What follows belongs to an exercise in optimizing a design on an open flow for small area and a short achievable clock period; a production flow would make more cautious choices.
At most, simulation tests tie the RTL to the original design; equivalence was not proved.
The RTL of run 5 was laid out without a check of its function.
Power and IR drop assume default switching activity.

==> flow/design.v <==
module sync_vg (
 input wire clk,
 input wire reset,
 input wire interlaced,
 input wire [11:0] v_total_0,
 input wire [11:0] v_fp_0,
 input wire [11:0] v_bp_0,
 input wire [11:0] v_sync_0,
 input wire [11:0] v_total_1,
 input wire [11:0] v_fp_1,
 input wire [11:0] v_bp_1,
 input wire [11:0] v_sync_1,
 input wire [11:0] h_total,
 input wire [11:0] h_fp,
 input wire [11:0] h_bp,
 input wire [11:0] h_sync,
 input wire [11:0] hv_offset_0,
 input wire [11:0] hv_offset_1,
 output reg vs_out,
 output reg hs_out,
 output reg de_out,
 output reg [12:0] v_count_out,
 output reg [11:0] h_count_out,
 output reg [11:0] x_out,
 output reg [12:0] y_out,
 output reg field_out
);
function [12:0] inc12;
 input [11:0] x;
 integer i;
 begin
  inc12[0] = ~x[0];
  for (i = 1; i < 12; i = i + 1)
   inc12[i] = x[i] ^ (&(x | ~((12'd1 << i) - 12'd1)));
  inc12[12] = &x;
 end
endfunction
function [12:0] inc13;
 input [12:0] x;
 integer i;
 begin
  inc13[0] = ~x[0];
  for (i = 1; i < 13; i = i + 1)
   inc13[i] = x[i] ^ (&(x | ~((13'd1 << i) - 13'd1)));
 end
endfunction
function inc_eq;
 input [11:0] x, y;
 reg [12:0] a, b;
 begin
  a = {1'b0, y};
  b = {1'b1, ~x};
  inc_eq = ((a ^ b) == {(a[11:0] | b[11:0]), 1'b0});
 end
endfunction
function sum_eq;
 input [11:0] a, b, c;
 reg [12:0] s, cy;
 begin
  s  = {1'b0, a} ^ {1'b0, b} ^ {1'b1, ~c};
  cy = ({1'b0, a} & {1'b0, b}) | ({1'b0, a} & {1'b1, ~c}) | ({1'b0, b} & {1'b1, ~c});
  sum_eq = &(s ^ {cy[11:0], 1'b0});
 end
endfunction
reg [11:0] h;
reg [11:0] v;
reg field;
reg lo_r, hi_r, vlo_r, vhi_r, le_d;
reg h0, v0;       
reg fp1;          
reg il;
reg [11:0] hk_r, nvk0_r, nvk1_r;
wire [11:0] vt  = field ? v_total_1 : v_total_0;
wire [11:0] vfp = fp1 ? v_fp_1 : v_fp_0;
wire [11:0] vsy = field ? v_sync_1 : v_sync_0;
wire [11:0] hvo = field ? hv_offset_1 : hv_offset_0;
wire [11:0] nvk = field ? nvk1_r : nvk0_r;           
wire [12:0] hp1 = inc12(h);
wire line_end = inc_eq(h, h_total);
wire lo = h0 ? ~|hk_r : (lo_r | (&x_out));           
wire [12:0] x_nx = inc12(h0 ? ~hk_r : x_out);
wire [11:0] x_next = x_nx[11:0];
wire hi = h0 | (hi_r & ~sum_eq(h, h_fp, h_total));    
wire [12:0] vp1 = inc12(v);
wire frame_end = inc_eq(v, vt);
wire [12:0] y_cy;
assign y_cy[0] = ~il;
assign y_cy[1] = il | y_out[0];
genvar gi;
generate for (gi = 2; gi <= 12; gi = gi + 1) begin : ycarry
 assign y_cy[gi] = y_cy[1] & (&y_out[gi-1:1]);
end endgenerate
wire [12:0] y_next = v0 ? (il ? {nvk, field} : {1'b0, nvk})
                        : y_out ^ {y_cy[12] & il, y_cy[11:0]};
wire y_ones = (&y_out[11:1]) & (il ? y_out[12] : y_out[0]);
wire vlo = v0 ? ~|nvk : (vlo_r | (le_d & y_ones));   
wire vhi = v0 | (vhi_r & ~(le_d & sum_eq(v, vfp, vt)));   
wire v_en = v0 | le_d;
wire at_hvo = (h == hvo);
always @(posedge clk) begin
 il <= interlaced;
 hk_r <= h_sync + h_bp;
 nvk0_r <= 12'd0 - (v_sync_0 + v_bp_0);
 nvk1_r <= 12'd0 - (v_sync_1 + v_bp_1);
 lo_r <= lo;
 hi_r <= hi;
 vlo_r <= vlo;
 vhi_r <= vhi;
 if (reset) begin
  h <= 12'd0;
  v <= 12'd0;
  h0 <= 1'b1;
  v0 <= 1'b1;
  fp1 <= interlaced;
  field <= 1'b0;
  le_d <= 1'b0;
  vs_out <= 1'b0;
  hs_out <= 1'b0;
  de_out <= 1'b0;
  field_out <= 1'b0;
 end else begin
  h <= line_end ? 12'd0 : hp1[11:0];
  h0 <= line_end | hp1[12];
  if (line_end) begin
   v <= frame_end ? 12'd0 : vp1[11:0];
   v0 <= frame_end | vp1[12];
  end
  if (il & line_end & frame_end) begin
   field <= ~field;
   fp1 <= field;
  end
  le_d <= line_end;
  hs_out <= (h < h_sync);
  de_out <= lo & hi & vlo & vhi;
  if (v0 & at_hvo)
   vs_out <= 1'b1;
  else if ((v == vsy) & at_hvo)
   vs_out <= 1'b0;
  h_count_out <= h;
  x_out <= x_next;
  if (v_en) begin
   v_count_out <= v0 ? (field ? {1'b0, v_total_0} : 13'd0) : inc13(v_count_out);
   y_out <= y_next;
  end
  field_out <= field;
 end
end
endmodule
module pattern_vg (
 input wire reset,
 input wire clk_in,
 input wire [11:0] x,
 input wire [11:0] y,
 input wire vn_in, hn_in, dn_in,
 input wire [7:0] r_in, g_in, b_in,
 output reg vn_out, hn_out, den_out,
 output reg [7:0] r_out, g_out, b_out,
 input wire [11:0] total_active_pix,
 input wire [11:0] total_active_lines,
 input wire [7:0] pattern,
 input wire [19:0] ramp_step
);
reg [5:0] ramp_lo, ramp_mid;
reg [7:0] ramp_hi;
reg ramp_c0, ramp_c1;
wire [6:0] lo_sum = {1'b0, ramp_lo} + {1'b0, ramp_step[5:0]};
wire [6:0] mid_sum = {1'b0, ramp_mid} + {1'b0, ramp_step[11:6]} + {6'd0, ramp_c0};
wire [7:0] hi_sum = ramp_hi + ramp_step[19:12] + {7'd0, ramp_c1};
wire mid_cy = ramp_c0 & (&ramp_mid);
wire [7:0] ramp_q = ramp_hi + {7'd0, ramp_c1} + {7'd0, mid_cy};    
wire [12:0] xl_a = {1'b0, total_active_pix};
wire [12:0] xl_b = {1'b1, ~x};
wire x_last = ((xl_a ^ xl_b) == {(xl_a[11:0] | xl_b[11:0]), 1'b0});
wire [12:0] yl_a = {1'b0, total_active_lines};
wire [12:0] yl_b = {1'b1, ~y};
wire y_last = ((yl_a ^ yl_b) == {(yl_a[11:0] | yl_b[11:0]), 1'b0});
wire x_first = (x == 12'd0);
wire border = dn_in & ((y == 12'd0) | x_first | x_last | y_last);
wire sel_in = (pattern == 8'd0) | ((pattern == 8'd1) & ~border);
wire sel_ff = ((pattern == 8'd1) & border) | ((pattern == 8'd2) & dn_in & x[0]) |
              ((pattern == 8'd3) & dn_in & y[0]);
wire sel_ramp = (pattern == 8'd4);
wire upd = (pattern[7:3] == 5'd0) & (~pattern[2] | (pattern[1:0] == 2'd0));
always @(posedge clk_in) begin
 vn_out <= vn_in;
 hn_out <= hn_in;
 den_out <= dn_in;
 if (reset | (sel_ramp & dn_in & x_last)) begin
  ramp_lo <= 6'd0;
  ramp_mid <= 6'd0;
  ramp_hi <= 8'd0;
  ramp_c0 <= 1'b0;
  ramp_c1 <= 1'b0;
 end else if (sel_ramp & dn_in) begin
  if (x_first) begin
   ramp_lo <= ramp_step[5:0];
   ramp_mid <= ramp_step[11:6];
   ramp_hi <= ramp_step[19:12];
   ramp_c0 <= 1'b0;
   ramp_c1 <= 1'b0;
  end else begin
   ramp_lo <= lo_sum[5:0];
   ramp_mid <= mid_sum[5:0];
   ramp_hi <= hi_sum;
   ramp_c0 <= lo_sum[6];
   ramp_c1 <= mid_sum[6];
  end
 end
 if (~reset & upd) begin
  r_out <= sel_in ? r_in : sel_ramp ? ramp_q : {8{sel_ff}};
  g_out <= sel_in ? g_in : sel_ramp ? ramp_q : {8{sel_ff}};
  b_out <= sel_in ? b_in : sel_ramp ? ramp_q : {8{sel_ff}};
 end
end
endmodule
module video_gen (
  input  wire        clk,
  input  wire        reset,
  input  wire        interlaced,
  input  wire [11:0] v_total_0,
  input  wire [11:0] v_fp_0,
  input  wire [11:0] v_bp_0,
  input  wire [11:0] v_sync_0,
  input  wire [11:0] v_total_1,
  input  wire [11:0] v_fp_1,
  input  wire [11:0] v_bp_1,
  input  wire [11:0] v_sync_1,
  input  wire [11:0] h_total,
  input  wire [11:0] h_fp,
  input  wire [11:0] h_bp,
  input  wire [11:0] h_sync,
  input  wire [11:0] hv_offset_0,
  input  wire [11:0] hv_offset_1,
  input  wire [11:0] total_active_pix,
  input  wire [11:0] total_active_lines,
  input  wire [7:0]  pattern,
  input  wire [19:0] ramp_step,
  input  wire [7:0]  r_in,
  input  wire [7:0]  g_in,
  input  wire [7:0]  b_in,
  output wire [12:0] v_count_out,
  output wire [11:0] h_count_out,
  output wire [11:0] x_out,
  output wire [12:0] y_out,
  output wire        field_out,
  output wire        vs_out,
  output wire        hs_out,
  output wire        de_out,
  output wire [7:0]  r_out,
  output wire [7:0]  g_out,
  output wire [7:0]  b_out
);
wire vs_t, hs_t, de_t;
sync_vg i_sync_vg (
  .clk(clk),
  .reset(reset),
  .interlaced(interlaced),
  .v_total_0(v_total_0),
  .v_fp_0(v_fp_0),
  .v_bp_0(v_bp_0),
  .v_sync_0(v_sync_0),
  .v_total_1(v_total_1),
  .v_fp_1(v_fp_1),
  .v_bp_1(v_bp_1),
  .v_sync_1(v_sync_1),
  .h_total(h_total),
  .h_fp(h_fp),
  .h_bp(h_bp),
  .h_sync(h_sync),
  .hv_offset_0(hv_offset_0),
  .hv_offset_1(hv_offset_1),
  .vs_out(vs_t),
  .hs_out(hs_t),
  .de_out(de_t),
  .v_count_out(v_count_out),
  .h_count_out(h_count_out),
  .x_out(x_out),
  .y_out(y_out),
  .field_out(field_out)
);
pattern_vg i_pattern_vg (
  .reset(reset),
  .clk_in(clk),
  .x(x_out),
  .y(y_out[11:0]),
  .vn_in(vs_t),
  .hn_in(hs_t),
  .dn_in(de_t),
  .r_in(r_in),
  .g_in(g_in),
  .b_in(b_in),
  .vn_out(vs_out),
  .hn_out(hs_out),
  .den_out(de_out),
  .r_out(r_out),
  .g_out(g_out),
  .b_out(b_out),
  .total_active_pix(total_active_pix),
  .total_active_lines(total_active_lines),
  .pattern(pattern),
  .ramp_step(ramp_step)
);
endmodule
==> flow/flow/run.sh <==
#!/bin/bash
set -euo pipefail
export BUFFER_PORTS_ARGS="-buffer_cell sky130_fd_sc_hd__buf_1"
bash standard.sh > standard_flow.log 2>&1
==> flow/standard.sh <==
#!/bin/bash
# synth_recipe.tcl (not shown) runs the flow's synth.tcl, then flattens the netlist and writes it again
# the make line also repeats each setting of config.mk as NAME=value (left out here)
make -C /OpenROAD-flow-scripts/flow DESIGN_CONFIG=/design/flow/config.mk WORK_HOME=/design/flow/orfs CLKGATE_MAP_FILE= SYNTH_SCRIPT=/design/flow/synth_recipe.tcl "${@:-finish}"
==> flow/config.mk <==
export PLATFORM = sky130hd
export DESIGN_NAME = video_gen
export DESIGN_NICKNAME = video_gen
export VERILOG_FILES = /design/flow/design.v
export SDC_FILE = /design/flow/constraint.sdc
export NUM_CORES = 4
export LEC_CHECK = 0
export CAP_MARGIN = 0
export CORE_AREA = 2.3 2.72 137.54 136.0
export CTS_BUF_LIST = sky130_fd_sc_hd__clkbuf_4 sky130_fd_sc_hd__clkbuf_8
export DIE_AREA = 0 0 140 140
export SETUP_SLACK_MARGIN = 2.8
export SLEW_MARGIN = 0
export TNS_END_PERCENT = 0
==> flow/constraint.sdc <==
create_clock -name core_clock -period 5.0 [get_ports {clk}]
set_input_delay 1.0000 -clock core_clock [delete_from_list [all_inputs] [get_ports {clk}]]
set_output_delay 1.0000 -clock core_clock [all_outputs]
set_load 0.01 [all_outputs]
==> summary.txt, run 1 <==
CTS Root Cell clkbuf_8; Hold Path End i_pattern_vg.hn_out$_DFF_P_; register area 0.004220 mm^2; # port buffers 324; # DRC 0; vias in the first global route 11,160; final hold violation count 0; gr usage total 35.03%; Unique masters post-synth 72; Synth async-reset ratio 0%; hold depth 0; total iterations of the first detailed-routing run 5; Leak 6.490 nW; VDD IR max 0.1972 mV; # diodes 0; simple-gate share of the synthesized area 14.72%; Die Y 140 um; worst skew pair latency 0.48 ns; Mapped Cells 1,350; # setup viols final 0; crit path DAT 2.86 ns; share of cells above drive strength 1 8.818%; HPWL Detailed 27.43 mm; Die Footprint 0.01960 mm^2; commonest non-fill, non-tap cell in the layout buf_1; drt total wl 35.35 mm; Crit Path Max Fanout 4; Core Box Area 0.01802 mm^2; xor-xnor portion of the synthesized cell area 11.65%; cts bufs inserted 17; Final min period 2.479 ns; clk sink count 173; worst min path class flop to flop; crit-path leading delay family compound AO/OA/AOI/OAI gates; EDFF count, synth 75; reg2reg path depth 8; Placer Congestion 0.9189; initial antenna violation count 1; Achievable Freq 403.4 MHz; main combinational cell family by area after synthesis adder cells; DRT antenna net count 0; largest net degree at the start of global routing 45; Slew Limit Fails 0; fillcell total 1,091; Starting Density 72.17%; Compound-Gate Fraction of Synth Area 10.74%; proportion of synthesized area in mux cells 5.915%; WHS 0.3441 ns; TNS Setup 0 ns; Synth Cell Area 0.01301 mm^2; IO Count 325; CTS tree done; fin crit share 49.58%; Routed WL per cell 18.32 um; FF+latch count, synth 173; status no timing/DRC/antenna violations; Adder-Cell Fraction of Synth Area 19.31%; FF-to-FF Start i_sync_vg.field$_SDFFE_PP0P_; Die Wd 140 um; Congestion Overflow GR 0; setup repair after global routing missed its margin true; Hold Startpoint i_sync_vg.hs_out$_SDFF_PP0_; most frequent cells in the layout buf_1 (322), ha_1 (145), inv_1 (133), nand2_1 (115), dfxtp_1 (95); Clock Skew 0.01048 ns; post-DR vias/cell 5.980; worst-margin pin slew 0.7170 ns; syn avg cell area 9.636 um^2; Worst setup EP type flop; CP required 5.38 ns; area occupied by multi-input gates 0.008347 mm^2; crit-path max cell delay 0.39 ns; max cap viols 0; first-pass GRT wire length 54.28 mm; ordered list of cells on the worst path buf_1, ha_1, a2111oi_0, o21ai_1, a41o_1, or4_1, and3_1; Critical path buffers and inverters 1; Yosys Warn Count 2; RR Endpoint i_sync_vg.fp1$_DFFE_PP_; H-tree levels 4; Post-Syn Nets 1,778; vias 11,540; # rows 49; Post-synth top flop dfxtp_1; Reg clk slew, reported paths 0.09 ns; initial drt markers 854; PwrDens 239.5 mW/mm^2; clock buffer depth 2; WS Path Type primary input to flop; CP max-delay cell or4_1; critical path startpoint category primary input; Layout Nets 2,116; Rel. slew slack 51.80%; register-to-register setup slack 2.54 ns; post-synthesis sequential area ratio 32.39%; area grow syn2layout 17.29%
-- worst register-to-register path, stage by stage, from the launching register on --
cell     delay [ns]
dfxtp_4        0.43
buf_4          0.17
mux2i_2        0.30
ha_1           0.29
xor2_1         0.20
nand4_1        0.13
nor3_2         0.37
nand3_1        0.19
nand2_1        0.12
-- worst max path at each step --
stage                   from                              endpoint  slack [ns]  cells past startpoint
3_3_place_gp      pattern[0]  i_pattern_vg.ramp_hi[7]$_SDFFE_PP0P_        1.61                      7
5_1_grt          v_sync_1[2]          i_sync_vg.nvk1_r[10]$_DFF_P_        2.44                     10
4_1_cts        ramp_step[12]  i_pattern_vg.ramp_hi[7]$_SDFFE_PP0P_        2.49                      9
6_report           h_sync[6]            i_sync_vg.hk_r[11]$_DFF_P_        2.52                      7
3_5_place_dp      pattern[0]  i_pattern_vg.ramp_hi[7]$_SDFFE_PP0P_        1.55                      7
2_1_floorplan  ramp_step[13]  i_pattern_vg.ramp_hi[7]$_SDFFE_PP0P_        2.20                      7
-- area by class of cell --
type                    instances  share of cell area, %
clock buffers                  18                  1.583
clock inverters                14                  1.041
multi-input cells            1010                  54.70
well taps                     229                  1.878
repair buffers                352                  9.840
inverters                     134                  3.296
flip-flops and latches        173                  27.66
-- flip-flops by register name (all words and copies together) (netlist names), 6 cells and up --
signal / count
i_sync_vg.y_out: 13
i_sync_vg.x_out: 12
i_pattern_vg.b_out: 8
i_pattern_vg.ramp_hi: 8
i_pattern_vg.r_out: 8
i_sync_vg.nvk0_r: 12
i_sync_vg.h: 12
i_sync_vg.v_count_out: 13
i_sync_vg.v: 12
i_pattern_vg.g_out: 8
i_pattern_vg.ramp_lo: 6
i_sync_vg.hk_r: 12
i_sync_vg.h_count_out: 12
i_sync_vg.nvk1_r: 12
i_pattern_vg.ramp_mid: 6
-- power by group --
part,internal (mW),switching (mW)
logic,0.416,0.479
registers,1.60,0.139
clock network,0.461,0.554
total,2.48,1.17
-- through the flow --
step                      util [%]  total power, mW  std cells  area [um^2]  setup slack (ns)
after global placement       79.92            2.583       1874        14410             1.605
after CTS                    83.42            3.627       1915        15040             2.490
after detailed placement     79.92            2.621       1874        14410             1.546
after global routing         84.65            3.821       1930        15260             2.439
final                        84.65            3.654       1930        15260             2.521
after floorplan                  -            2.310       1350        13030             2.199
-- cells by family (layout without fill, tap and decap cells) --
family	count (synthesis)	in the layout
buffers and inverters	170	518
xor gates and xnor gates	173	173
DFF	173	173
muxes	63	63
adders and majority gates	181	181
and+or+nand+nor	379	381
AOI/OAI and AO/OA	211	212
-- cells in the mapped netlist, drive strengths merged (3+ instances only) --
cell	count	area [um^2]
a2111oi	7	67.56
a211oi	13	122.6
a21o	16	121.4
a21oi	44	220.2
a22o	8	70.07
a311oi	9	91.34
and2	11	71.32
and3	18	112.6
and3b	3	26.28
buf	16	107.6
clkbuf	20	75.07
dfxtp	98	1962
edfxtp	75	2252
fa	33	660.6
ha	148	1852
inv	133	499.2
mux2	11	123.9
mux2i	42	420.4
mux4	10	225.2
nand2	117	441.7
nand2b	7	43.79
nand3	24	120.1
nand4	31	193.9
nor2	73	274.0
nor2b	10	62.56
nor3	32	175.2
nor3b	5	42.54
nor4	24	150.1
nor4b	4	50.05
o211ai	13	97.59
o21a	11	82.58
o21ai	71	355.3
or2	4	25.02
or3	6	37.54
xnor2	81	709.4
xor2	92	805.8
-- per-layer routing --
layer / part of all wire, % / GRT usage, %
met3: 8.5 / 8.205
met5: 0.028 / 0
met4: 4.9 / 17.26
met2: 48 / 59.38
met1: 38 / 42.04
-- what timing repair did --
| item | in CTS | in global routing |
|---|---|---|
| hold buffers | 0 | 0 |
| setup buffers | 7 | 13 |
| pin swaps | 11 | 13 |
| cloned | 2 | 2 |
| gates resized for setup | 32 | 29 |
| setup endpoints to repair | 113 | 124 |
==> inputs of run 2 (changes only) <==
--- a/flow/config.mk
+++ b/flow/config.mk
@@ -7,3 +7,3 @@
 export LEC_CHECK = 0
-export CAP_MARGIN = 0
+export CAP_MARGIN = 20
 export CORE_AREA = 2.3 2.72 137.54 136.0
@@ -12,3 +12,3 @@
 export SETUP_SLACK_MARGIN = 2.8
-export SLEW_MARGIN = 0
-export TNS_END_PERCENT = 0
+export SLEW_MARGIN = 20
+export TNS_END_PERCENT = 10
==> run 2 against run 1 <==
Net effect: still clean on timing, DRC and antenna; die area did not move; clock skew rose by 0.0014 ns; synthesized cell count did not move; area after synthesis did not move; largest cell class unchanged.
==> summary.txt, run 2 <==
clock buffer depth 2; Routed WL per cell 19.83 um; cts bufs inserted 17; crit path DAT 2.86 ns; total iterations of the first detailed-routing run 5; Die Y 140 um; Synth async-reset ratio 0%; first-pass GRT wire length 54.86 mm; vias in the first global route 11,240; initial drt markers 944; DRT antenna net count 0; Slew Limit Fails 0; # DRC 0; setup repair after global routing missed its margin true; initial antenna violation count 1; Unique masters post-synth 72; largest net degree at the start of global routing 45; CP required 5.38 ns; area grow syn2layout 21.69%; clk sink count 173; top flop regs i_sync_vg.v_count_out x13, i_sync_vg.y_out x13; post-DR vias/cell 6.142; Synth Cell Area 0.01301 mm^2; worst skew pair latency 0.48 ns; Final min period 2.481 ns; EDFF count, synth 75; Area contributors post-synth edfxtp_1 (17%), dfxtp_1 (15%), ha_1 (14%); TNS Setup 0 ns; most frequent cell after synthesis ha_1; WS Path Type flop to flop; # setup viols final 0; Congestion Overflow GR 0; Starting Density 72.17%; Rel. slew slack 47.95%; Layout Nets 2,128; CTS Root Cell clkbuf_8; critical path startpoint category flop; final hold violation count 0; post-synthesis sequential area ratio 32.39%; Reg clk slew, reported paths 0.10 ns; Leak 6.641 nW; fin crit share 49.62%; CP max-delay cell fa_1; Mapped Cells 1,350; H-tree levels 4; Core Box Area 0.01802 mm^2; most frequent cells in the layout buf_1 (308), ha_1 (124), inv_1 (119), nand2_1 (114), dfxtp_1 (95); crit-path max cell delay 0.55 ns; vias 11,930; gr usage total 35.36%; Placer Congestion 0.9487; CTS tree done; Critical path buffers and inverters 1; Post-synth top flop dfxtp_1; max cap viols 0; crit-path leading delay family adder cells; VDD IR max 0.2263 mV; # rows 49; IO Count 325; synth cell count leaders ha_1 (148), inv_1 (133), nand2_1 (116), dfxtp_1 (98), xor2_1 (92); Die Footprint 0.01960 mm^2; FF+latch count, synth 173; syn avg cell area 9.636 um^2; Worst setup EP type flop; Achievable Freq 403.1 MHz; Yosys top cell area share 17.31%; Synth area leader edfxtp_1; fillcell total 955; area occupied by multi-input gates 0.008808 mm^2; Yosys Warn Count 2; Clock Skew 0.01186 ns; dpl ws 1.549 ns; drt total wl 38.52 mm; status no timing/DRC/antenna violations; commonest non-fill, non-tap cell in the layout buf_1; worst min path class flop to flop; worst-margin pin slew 0.7792 ns; share of cells above drive strength 1 13.54%; Die Wd 140 um; Crit Path Max Fanout 12; total power 3.690 mW; PwrDens 233.1 mW/mm^2; Post-Syn Nets 1,778; register area 0.004223 mm^2; HPWL Detailed 27.32 mm; Hold-fix buffers, CTS 0; ordered list of cells on the worst path buf_12, mux2_2, fa_1, xor2_1, nand4_1, o31ai_2, nand2_1, nand2_2, nor2_1; # port buffers 324; final setup margin 2.519 ns
## run 2: cell counts after synthesis
Identical to the previous run, type by type.
## run 2: where the power goes
group | internal [mW] | total, mW | switching [mW]
clock network | 0.370 | 0.968 | 0.598
registers | 1.60 | 1.75 | 0.147
logic | 0.454 | 0.971 | 0.516
total | 2.43 | 3.69 | 1.26
## run 2: area by class of cell
cell class,count,share of cell area [%]
clock inverter,15,0.9248
sequential,173,26.68
inverter,134,3.201
tap,229,1.810
clock buffer,17,1.478
multi-input combinational,1011,55.64
antenna,1,0.01581
timing repair buffer,363,10.25
## run 2: final timing paths
| kind | start | end | slack [ns] | depth (start not counted) |
|---|---|---|---|---|
| worst max register to register | i_sync_vg.fp1$_DFFE_PP_ | i_sync_vg.de_out$_SDFF_PP0_ | 2.52 | 9 |
| worst min register to register | i_sync_vg.hs_out$_SDFF_PP0_ | i_pattern_vg.hn_out$_DFF_P_ | 0.35 | 0 |
| worst max-delay path | i_sync_vg.fp1$_DFFE_PP_ | i_sync_vg.de_out$_SDFF_PP0_ | 2.52 | 9 |
| worst min-delay path | i_sync_vg.hs_out$_SDFF_PP0_ | i_pattern_vg.hn_out$_DFF_P_ | 0.35 | 0 |
## run 2: what timing repair did
action	in CTS	in global routing
cloned	3	1
pin swaps	12	52
resized for setup	45	117
endpoints found under the setup margin	131	149
setup buffers	10	23
endpoints found under the hold margin	0	0
## run 2: worst reg2reg max path, delay by kind of cell, from the launching register on
family                   cells  cell delay (ns)
adder cells (fa/ha/maj)      1             0.55
AND/OR/NAND/NOR              4             0.42
flip-flops                   1             0.40
XOR/XNOR                     1             0.20
multiplexers                 1             0.38
buffers and inverters        1             0.15
AO/OA/AOI/OAI                1             0.28
## run 2: cell families (layout without fill, tap and decap cells)
group,Yosys count,after routing,share of synthesized area (%)
adder cells (fa/ha/maj),181,181,19.31
AND/OR/NAND/NOR,379,381,14.72
other,0,1,0
multiplexers,63,63,5.915
AO/OA/AOI/OAI,211,213,10.74
XOR/XNOR,173,173,11.65
flip-flops,173,173,32.39
buffers and inverters,170,529,5.271
## run 2: through the flow
stage / instance area, um^2 / hold slack [ns] / cells / util, %
finish: 15830 / 0.3456 / 1943 / 87.82
global route: 15830 / 0.3506 / 1942 / 87.81
CTS: 15060 / 0.3509 / 1918 / 83.56
detailed placement: 14400 / 0.3276 / 1873 / 79.90
global placement: 14400 / 0.3136 / 1873 / 79.90
floorplan: 13060 / 0.3096 / 1350 / -
## run 2: layer usage
layer	vias up	GRT usage, %	wire (um)
li1	5473	-	-
met1	5614	41.85	14110
met2	703	61.64	19050
met3	144	8.342	3568
met4	0	15.26	1799
met5	-	0	0
==> inputs of run 3 (changes only) <==
--- a/flow/config.mk
+++ b/flow/config.mk
@@ -13,2 +13,2 @@
 export SLEW_MARGIN = 20
-export TNS_END_PERCENT = 10
+export TNS_END_PERCENT = 0
==> run 3 against run 2 <==
Net effect: power fell by 0.98%; utilization shrank 3.2 points; worst hold slack worse by 0.0015 ns; first-iteration DRC count decreased by 9.5%; die area unchanged; final cell count fell by 0.67%; via count shrank 3.3%; critical path depth fell by 2; sequential cell count stayed put; maximum frequency is essentially flat; combinational power decreased by 7.8%.
==> summary.txt, run 3 <==
status no timing/DRC/antenna violations; Starting Density 72.17%; Layout Nets 2,116; Yosys Warn Count 2; clock buffer depth 2; Synth async-reset ratio 0%; FF+latch count, synth 173; PwrDens 239.5 mW/mm^2; first-pass GRT wire length 54.28 mm; # port buffers 324; worst min path class flop to flop; Critical path buffers and inverters 1; syn avg cell area 9.636 um^2; dpl ws 1.546 ns; non-filler cells, final 1,930; # rows 49; Die Footprint 0.01960 mm^2; Yosys top cell area share 17.31%; Core Box Area 0.01802 mm^2; commonest non-fill, non-tap cell in the layout buf_1; most frequent cell after synthesis ha_1; Area contributors post-synth edfxtp_1 (17%), dfxtp_1 (15%), ha_1 (14%); Die Y 140 um; final hold violation count 0; Crit Path Max Fanout 4; DRT antenna net count 0; setup repair after global routing missed its margin true; fin crit share 49.58%; cts bufs inserted 17; H-tree levels 4; crit-path leading delay family compound AO/OA/AOI/OAI gates; Post-synth top flop dfxtp_1; IO Count 325; Routed WL per cell 18.32 um; post-DR vias/cell 5.980; vias 11,540; CP required 5.38 ns; drt total wl 35.35 mm; area grow syn2layout 17.29%; CTS Root Cell clkbuf_8; Rel. slew slack 51.80%; top flop regs i_sync_vg.v_count_out x13, i_sync_vg.y_out x13; TNS Setup 0 ns; synth cell count leaders ha_1 (148), inv_1 (133), nand2_1 (116), dfxtp_1 (98), xor2_1 (92); initial antenna violation count 1; # diodes 0; largest net degree at the start of global routing 45; VDD IR max 0.1972 mV; Die Wd 140 um; share of cells above drive strength 1 8.818%; Final min period 2.479 ns; # DRC 0; EDFF count, synth 75; Synth Cell Area 0.01301 mm^2; total iterations of the first detailed-routing run 5; vias in the first global route 11,160; Worst setup EP type flop; # setup viols final 0; max cap viols 0; ordered list of cells on the worst path buf_1, ha_1, a2111oi_0, o21ai_1, a41o_1, or4_1, and3_1; Unique masters post-synth 72; CP max-delay cell or4_1; fillcell total 1,091; crit-path max cell delay 0.39 ns; HPWL Detailed 27.43 mm; initial drt markers 854; post-synthesis sequential area ratio 32.39%; Congestion Overflow GR 0; register-to-register setup slack 2.54 ns; Leak 6.490 nW; clk sink count 173; Clock Skew 0.01048 ns; Post-Syn Nets 1,778; WHS 0.3441 ns; placed cells 1,874; Achievable Freq 403.4 MHz; Hold-fix buffers, CTS 0; worst skew pair latency 0.48 ns; Slew Limit Fails 0; most frequent cells in the layout buf_1 (322), ha_1 (145), inv_1 (133), nand2_1 (115), dfxtp_1 (95); critical path startpoint category primary input; final setup margin 2.521 ns; WS Path Type primary input to flop; Synth area leader edfxtp_1; crit path DAT 2.86 ns; Placer Congestion 0.9189; gr usage total 35.03%; worst-margin pin slew 0.7170 ns; CTS tree done; Mapped Cells 1,350; Reg clk slew, reported paths 0.09 ns
-- run 3: changes by cell type in the layout (fill, tap and decap cells not counted), moves of 7 or more --
| cell | before | now |
|---|---|---|
| mux2i_1 | 29 | 37 |
| inv_1 | 119 | 133 |
| ha_4 | 23 | 2 |
| buf_4 | 33 | 24 |
| ha_1 | 124 | 145 |
| inv_2 | 13 | 0 |
| mux2i_4 | 7 | 0 |
| clkbuf_2 | 11 | 1 |
| buf_1 | 308 | 322 |
-- run 3: path summary, 6_finish.rpt --
kind,from,to,cells after the start
setup / recovery,h_sync[6],i_sync_vg.hk_r[11]$_DFF_P_,7
hold reg to reg,i_sync_vg.hs_out$_SDFF_PP0_,i_pattern_vg.hn_out$_DFF_P_,0
setup reg to reg,i_sync_vg.field$_SDFFE_PP0P_,i_sync_vg.fp1$_DFFE_PP_,8
hold / removal,i_sync_vg.hs_out$_SDFF_PP0_,i_pattern_vg.hn_out$_DFF_P_,0
-- run 3: logic make-up (layout without fill, tap and decap cells) --
kind of cell / Yosys count / count (layout) / synth area share, %
buf+inv: 170 / 518 / 5.271
compound gates: 211 / 212 / 10.74
xor+xnor: 173 / 173 / 11.65
simple gates: 379 / 381 / 14.72
flops: 173 / 173 / 32.39
fa+ha+maj: 181 / 181 / 19.31
mux: 63 / 63 / 5.915
-- run 3: cell type report --
| class | instances | area (um^2) | share of cell area (%) |
|---|---|---|---|
| inverters | 134 | 503.0 | 3.296 |
| clock inverters | 14 | 158.9 | 1.041 |
| well taps | 229 | 286.5 | 1.878 |
| repair buffers | 352 | 1501 | 9.840 |
| multi-input cells | 1010 | 8347 | 54.70 |
| clock buffers | 18 | 241.5 | 1.583 |
| flip-flops and latches | 173 | 4220 | 27.66 |
-- run 3: repair_timing --
action	in CTS	in global routing
setup buffers	7	13
gates resized for setup	32	29
pin swaps	11	13
gates cloned	2	2
setup endpoints to repair	113	124
-- run 3: stage by stage --
| step | total power, mW | cell area (um^2) | utilization (%) |
|---|---|---|---|
| 2_1_floorplan | 2.310 | 13030 | - |
| 3_3_place_gp | 2.583 | 14410 | 79.92 |
| 3_5_place_dp | 2.621 | 14410 | 79.92 |
| 4_1_cts | 3.627 | 15040 | 83.42 |
| 5_1_grt | 3.821 | 15260 | 84.65 |
| 6_report | 3.654 | 15260 | 84.65 |
-- run 3: layer usage --
| layer | vias up | routed length (um) | GRT usage (%) | part of all wire, % |
|---|---|---|---|---|
| met1 | 5416 | 13480 | 42.04 | 38 |
| li1 | 5451 | - | - | - |
| met2 | 553 | 17130 | 59.38 | 48 |
| met5 | - | 10 | 0 | 0.028 |
| met4 | 2 | 1722 | 17.26 | 4.9 |
| met3 | 120 | 3011 | 8.205 | 8.5 |
-- run 3: power breakdown --
group	internal, mW	switching [mW]	leakage (nW)	total, mW
combinational	0.416	0.479	4.78	0.895
clock	0.461	0.554	0.204	1.01
sequential	1.60	0.139	1.51	1.74
total	2.48	1.17	6.49	3.65
==> inputs of run 4 (changes only) <==
--- a/flow/config.mk
+++ b/flow/config.mk
@@ -11,3 +11,3 @@
 export DIE_AREA = 0 0 140 140
-export SETUP_SLACK_MARGIN = 2.8
+export SETUP_SLACK_MARGIN = 2.4
 export SLEW_MARGIN = 20
==> run 4 against run 3 <==
Net effect: still clean on timing, DRC and antenna; area after synthesis is the same; critical path depth unchanged; non-clock buffer count shrank 19; sequential share of layout area increased by 0.68 points; register-to-register slack lost 0.22 ns; clock skew shrank 0.0010 ns; maximum frequency down 11%; critical endpoint is now i_pattern_vg.ramp_hi[7]$_SDFFE_PP0P_.
==> summary.txt, run 4 <==
status no timing/DRC/antenna violations; FF+latch count, synth 173; most frequent cell after synthesis ha_1; HPWL Detailed 27.43 mm; clock buffer depth 2; WS Path Type primary input to flop; largest net degree at the start of global routing 45; max cap viols 0; M1 GR Usage 41.34%; Routed WL per cell 17.84 um; placed cells 1,874; total iterations of the first detailed-routing run 5; post-DR vias/cell 5.926; Area contributors post-synth edfxtp_1 (17%), dfxtp_1 (15%), ha_1 (14%); Pint 2.469 mW; Congestion Overflow GR 0; area grow syn2layout 14.46%; Synth Cell Area 0.01301 mm^2; VDD IR max 0.1931 mV; Achievable Freq 360.6 MHz; cts bufs inserted 17; DRT antenna net count 0; Sw Pwr 1.149 mW; CTS Root Cell clkbuf_8; crit path DAT 3.15 ns; top flop regs i_sync_vg.v_count_out x13, i_sync_vg.y_out x13; share of cells above drive strength 1 5.893%; Post-synth top flop dfxtp_1; Clock Skew 0.009458 ns; TNS Setup 0 ns; CP required 5.37 ns; vias 11,310; initial antenna violation count 1; dpl ws 1.546 ns; crit-path max cell delay 0.54 ns; Layout Nets 2,095; Worst setup EP type flop; combinational share of power 24.0%; H-tree levels 4; commonest non-fill, non-tap cell in the layout buf_1; register-to-register setup slack 2.32 ns; CTS tree done; Yosys top cell area share 17.31%; Mapped Cells 1,350; total power 3.618 mW; Reg clk slew, reported paths 0.09 ns; clk sink count 173; Hold Startpoint i_sync_vg.hs_out$_SDFF_PP0_; Die Y 140 um; final hold violation count 0; # diodes 0; register area 0.004219 mm^2; drt total wl 34.06 mm; Hold Path End i_pattern_vg.hn_out$_DFF_P_; Placer Congestion 0.9189; non-filler cells, final 1,909; crit-path leading delay family simple AND/OR/NAND/NOR gates; worst min path class flop to flop; Critical path buffers and inverters 1; most frequent cells in the layout buf_1 (324), ha_1 (148), inv_1 (133), nand2_1 (116), dfxtp_1 (96); Die Footprint 0.01960 mm^2; worst-margin pin slew 0.7974 ns; vias in the first global route 11,040; # rows 49; Post-Syn Nets 1,778; synth cell count leaders ha_1 (148), inv_1 (133), nand2_1 (116), dfxtp_1 (98), xor2_1 (92); Unique masters post-synth 72; syn avg cell area 9.636 um^2; Seq pwr share 48.1%; worst skew pair latency 0.48 ns; hold depth 0; setup repair after global routing missed its margin true; Die Wd 140 um; # DRC 0; Starting Density 72.17%; IO Count 325; Crit Path Max Fanout 23; RR Endpoint i_sync_vg.fp1$_DFFE_PP_; critical path startpoint category primary input; initial drt markers 708; Core Box Area 0.01802 mm^2; Rel. slew slack 46.64%; PwrDens 243.0 mW/mm^2; post-synthesis sequential area ratio 32.39%; Clock Power Share 27.9%; Leak 6.346 nW; # setup viols final 0; reg2reg path depth 7; area occupied by multi-input gates 0.008177 mm^2; EDFF count, synth 75; fin crit share 55.47%; ordered list of cells on the worst path buf_1, or3b_4, nor4b_4, and2_4, a21o_4, a2111oi_0, a21o_1; Final min period 2.773 ns; Yosys Warn Count 2; Sw Ratio 31.75%; Hold-fix buffers, CTS 0; FF-to-FF Start i_sync_vg.field$_SDFFE_PP0P_; fillcell total 1,186; GR Util met2 58.23%; Synth async-reset ratio 0%; met3 Track Usage GR 8.103%; # port buffers 324; Synth area leader edfxtp_1; busiest layer in global routing met2; Slew Limit Fails 0; first-pass GRT wire length 53.26 mm; final setup margin 2.227 ns; gr usage total 34.31%; CP max-delay cell nor4b_4
run 4: cell count changes in the layout (fill, tap and decap cells not counted), sizes merged:
cell    previous run  this run
a21o              17        16
buf              350       333
clkbuf            20        18
nand3             25        24
run 4: how the worst max path moves through the flow:
stage | startpoint | to | slack, ns | cells past startpoint
5_1_grt | pattern[2] | i_pattern_vg.ramp_hi[7]$_SDFFE_PP0P_ | 2.14 | 7
3_3_place_gp | pattern[0] | i_pattern_vg.ramp_hi[7]$_SDFFE_PP0P_ | 1.61 | 7
4_1_cts | i_sync_vg.field$_SDFFE_PP0P_ | i_sync_vg.vs_out$_SDFFE_PP0P_ | 2.22 | 7
2_1_floorplan | ramp_step[13] | i_pattern_vg.ramp_hi[7]$_SDFFE_PP0P_ | 2.20 | 7
6_report | pattern[2] | i_pattern_vg.ramp_hi[7]$_SDFFE_PP0P_ | 2.23 | 7
3_5_place_dp | pattern[0] | i_pattern_vg.ramp_hi[7]$_SDFFE_PP0P_ | 1.55 | 7
run 4: power groups by stage:
stage,Combinational (mW),Clock (mW),Sequential (mW)
after floorplan,0.572,0,1.74
after detailed placement,0.851,0,1.77
final,0.870,1.01,1.74
after global routing,0.968,1.07,1.75
after global placement,0.817,0,1.77
after CTS,0.859,1.01,1.74
run 4: per-layer routing:
metal	up-vias	share of wire, %
met5	-	0.038
met4	2	4.7
met3	118	8.9
met2	541	48
met1	5249	38
li1	5402	-
run 4: logic make-up after synthesis:
kind of cell    count (synthesis)  share of synthesized area [%]
simple gates                  379                          14.72
xor+xnor                      173                          11.65
fa+ha+maj                     181                          19.31
compound gates                211                          10.74
mux                            63                          5.915
flops                         173                          32.39
buf+inv                       170                          5.271
run 4: area by class of cell:
cell class	instances	share of cell area (%)
multi-input cells	1008	54.92
flip-flops and latches	173	28.34
repair buffers	333	8.756
inverters	134	3.378
well taps	229	1.924
clock buffers	18	1.622
clock inverters	14	1.067
run 4: per-stage QoR:
step	area, um^2	utilization, %	hold slack (ns)
2_1_floorplan	13030	-	0.3096
3_3_place_gp	14410	79.92	0.3187
3_5_place_dp	14410	79.92	0.3189
4_1_cts	14820	82.23	0.3426
5_1_grt	14890	82.60	0.3454
6_report	14890	82.60	0.3439
run 4: timing repair:
item                                    CTS  global route
setup buffers                             0             2
endpoints found under the setup margin   53            77
hold endpoints to repair                  0             0
pin swaps                                 0             2
cloned                                    0             1
resized for setup                         4             7
==> inputs of run 5 (changes only) <==
--- a/flow/design.v
+++ b/flow/design.v
@@ -166,6 +166,8 @@
 wire [6:0] lo_sum = {1'b0, ramp_lo} + {1'b0, ramp_step[5:0]};
-wire [6:0] mid_sum = {1'b0, ramp_mid} + {1'b0, ramp_step[11:6]} + {6'd0, ramp_c0};
-wire [7:0] hi_sum = ramp_hi + ramp_step[19:12] + {7'd0, ramp_c1};
+wire [7:0] mid_cs = {1'b0, ramp_mid, 1'b1} + {1'b0, ramp_step[11:6], ramp_c0};
+wire [6:0] mid_sum = mid_cs[7:1];
+wire [8:0] hi_cs = {ramp_hi, 1'b1} + {ramp_step[19:12], ramp_c1};
+wire [7:0] hi_sum = hi_cs[8:1];
 wire mid_cy = ramp_c0 & (&ramp_mid);
-wire [7:0] ramp_q = ramp_hi + {7'd0, ramp_c1} + {7'd0, mid_cy};    
+wire [7:0] ramp_q = ramp_hi + {6'd0, ramp_c1 & mid_cy, ramp_c1 ^ mid_cy};    
 wire [12:0] xl_a = {1'b0, total_active_pix};
--- a/flow/config.mk
+++ b/flow/config.mk
@@ -11,3 +11,3 @@
 export DIE_AREA = 0 0 140 140
-export SETUP_SLACK_MARGIN = 2.4
+export SETUP_SLACK_MARGIN = 2.8
 export SLEW_MARGIN = 20
==> run 5 against run 4 <==
Net effect: worst hold slack worse by 0.0079 ns; sequential cell count unchanged; first-iteration DRC count up 25%; critical endpoint is now i_sync_vg.v[1]$_SDFFE_PP0P_.
==> summary.txt, run 5 <==
M1 GR Usage 45.16%; Post-Syn Nets 1,805; Congestion Overflow GR 0; vias 12,110; Yosys Warn Count 2; largest net degree at the start of global routing 45; initial drt markers 886; post-DR vias/cell 6.151; Achievable Freq 388.4 MHz; most frequent cell after synthesis ha_1; final setup margin 2.425 ns; Final min period 2.575 ns; post-synthesis sequential area ratio 32.28%; cts bufs inserted 17; Leak 6.733 nW; Post-synth top flop dfxtp_1; final instance area 0.01564 mm^2; top flop regs i_sync_vg.v_count_out x13, i_sync_vg.y_out x13; Hold-fix buffers, CTS 0; Area contributors post-synth edfxtp_1 (17%), dfxtp_1 (15%), ha_1 (15%); Clock Skew 0.01340 ns; fin crit share 51.50%; Post-DP Area 0.01458 mm^2; setup repair after global routing missed its margin true; clk sink count 173; placed cells 1,899; clock buffer depth 2; Most common cell on crit path buf_4; worst-margin pin slew 0.9453 ns; Crit Path Max Fanout 5; synth cell count leaders ha_1 (152), inv_1 (140), nand2_1 (106), dfxtp_1 (98), xor2_1 (93); IO Count 325; Die Y 140 um; DRT antenna net count 0; total iterations of the first detailed-routing run 5; crit path DAT 2.95 ns; CTS Root Cell clkbuf_8; max cap viols 0; GR Util met2 62.77%; crit-path leading delay family simple AND/OR/NAND/NOR gates; # port buffers 324; H-tree levels 4; initial antenna violation count 3; Synth async-reset ratio 0%; critical path startpoint category primary input; Starting Density 72.44%; CTS tree done; area grow syn2layout 19.79%; Die Footprint 0.01960 mm^2; vias in the first global route 11,410; WHS 0.3360 ns; Core Box Area 0.01802 mm^2; busiest layer in global routing met2; Routed WL per cell 19.63 um; syn avg cell area 9.495 um^2; Unique masters post-synth 66; VDD IR max 0.2093 mV; Critical path buffers and inverters 3; Synth area leader edfxtp_1; FF+latch count, synth 173; final core occ 86.77%; CP required 5.38 ns; Die Wd 140 um; # DRC 0; met3 Track Usage GR 6.564%; commonest non-fill, non-tap cell in the layout buf_1; Yosys top cell area share 17.25%; Worst setup EP type flop; Slew Limit Fails 0; ordered list of cells on the worst path buf_1, mux2i_4, ha_1, xor2_1, nand4_1, nor3_4, buf_4, nor3b_4, buf_4, a22o_1; Rel. slew slack 36.63%; first-pass GRT wire length 56.57 mm; final hold violation count 0; WS Path Type primary input to flop; share of cells above drive strength 1 9.458%; Reg clk slew, reported paths 0.10 ns; drt total wl 38.64 mm; Mapped Cells 1,375; # setup viols final 0; worst min path class flop to flop; CP max-delay cell ha_1; worst skew pair latency 0.48 ns; HPWL Detailed 27.62 mm; most frequent cells in the layout buf_1 (315), ha_1 (144), inv_1 (132), nand2_1 (105), dfxtp_1 (96); Layout Nets 2,151; non-filler cells, final 1,968; Placer Congestion 0.9602; EDFF count, synth 75; TNS Setup 0 ns; status no timing/DRC/antenna violations; # rows 49; dpl ws 1.625 ns; PwrDens 245.5 mW/mm^2; Synth Cell Area 0.01306 mm^2; total power 3.840 mW; crit-path max cell delay 0.31 ns; gr usage total 36.61%
[run 5: cell types whose count changed after synthesis, moves of 10 or more]
cell      delta
o21ai_1     +34
nand2_1     -10
nor2_1      +15
nor3_1      +15
a211oi_1    +12
o21ai_0     -32
[run 5: power breakdown]
| group | total, mW | internal, mW | switching [mW] |
|---|---|---|---|
| logic | 0.976 | 0.449 | 0.527 |
| registers | 1.75 | 1.60 | 0.146 |
| clock network | 1.12 | 0.551 | 0.564 |
| total | 3.84 | 2.60 | 1.24 |
[run 5: cell type report]
class,count,area (um^2)
clock buffers,17,234.0
clock inverters,15,209.0
fillers,979,2385
well taps,229,286.5
repair buffers,360,1590
inverters,141,553.0
flip-flops and latches,173,4222
multi-input cells,1027,8528
repair inverters,1,5.005
diodes,5,12.51
[run 5: timing repair]
item	4_1_cts	5_1_grt
gates resized for setup	40	40
setup buffers	6	21
endpoints found under the setup margin	116	141
gates cloned	3	2
pin swaps	15	34
[run 5: worst paths after layout]
check | cells past startpoint | slack, ns | to | startpoint
max | 10 | 2.43 | i_sync_vg.v[1]$_SDFFE_PP0P_ | v_total_0[11]
min | 0 | 0.34 | i_pattern_vg.hn_out$_DFF_P_ | i_sync_vg.hs_out$_SDFF_PP0_
min reg2reg | 0 | 0.34 | i_pattern_vg.hn_out$_DFF_P_ | i_sync_vg.hs_out$_SDFF_PP0_
max reg2reg | 10 | 2.46 | i_sync_vg.de_out$_SDFF_PP0_ | i_sync_vg.fp1$_DFFE_PP_
[run 5: cell families (layout without fill, tap and decap cells)]
logic type	Yosys count	count (layout)	share of synthesized area, %
fa+ha+maj	183	183	19.32
simple gates	392	393	15.01
other cells	0	5	0
compound gates	214	215	10.66
xor+xnor	171	171	11.47
buf+inv	177	534	5.223
mux	65	65	6.047
flops	173	173	32.28
[run 5: metal layers]
layer,vias up,share of wire [%]
li1,5557,-
met4,0,4.6
met2,739,49
met1,5677,37
met3,132,9.7
met5,-,0

-- afterwards: timing with drivers on the ports --
The results above use ideal ports. As a check the final layouts listed here were re-extracted and re-timed, cells and wires unchanged. Step 1 assumes that a clkbuf_16 drives the clock port and a buf_2 every other input. Step 2 also shifts input and output timing later by t, the mid clock arrival at the registers, as if the neighbouring blocks saw the same clock. a / b / c = ideal / step 1 / step 2; a / b = the first two.
run	shift t [ns]	slack for setup (ns)	hold slack, ns	clock arrival spread, ns	worst register clock-pin slew, ns
run 1	0.519	2.521 / 2.510 / 1.991	0.344 / 0.344 / 0.344	0.010 / 0.010	0.10 / 0.10
run 2	0.521	2.519 / 2.519 / 2.003	0.346 / 0.346 / 0.346	0.012 / 0.012	0.10 / 0.10
run 3	0.519	2.521 / 2.510 / 1.991	0.344 / 0.344 / 0.344	0.010 / 0.010	0.10 / 0.10
run 4	0.511	2.227 / 2.242 / 1.731	0.344 / 0.344 / 0.344	0.013 / 0.012	0.10 / 0.10
run 5	0.519	2.425 / 2.443 / 1.924	0.336 / 0.336 / 0.336	0.017 / 0.018	0.10 / 0.10
After both steps setup and hold are still met in every run listed.
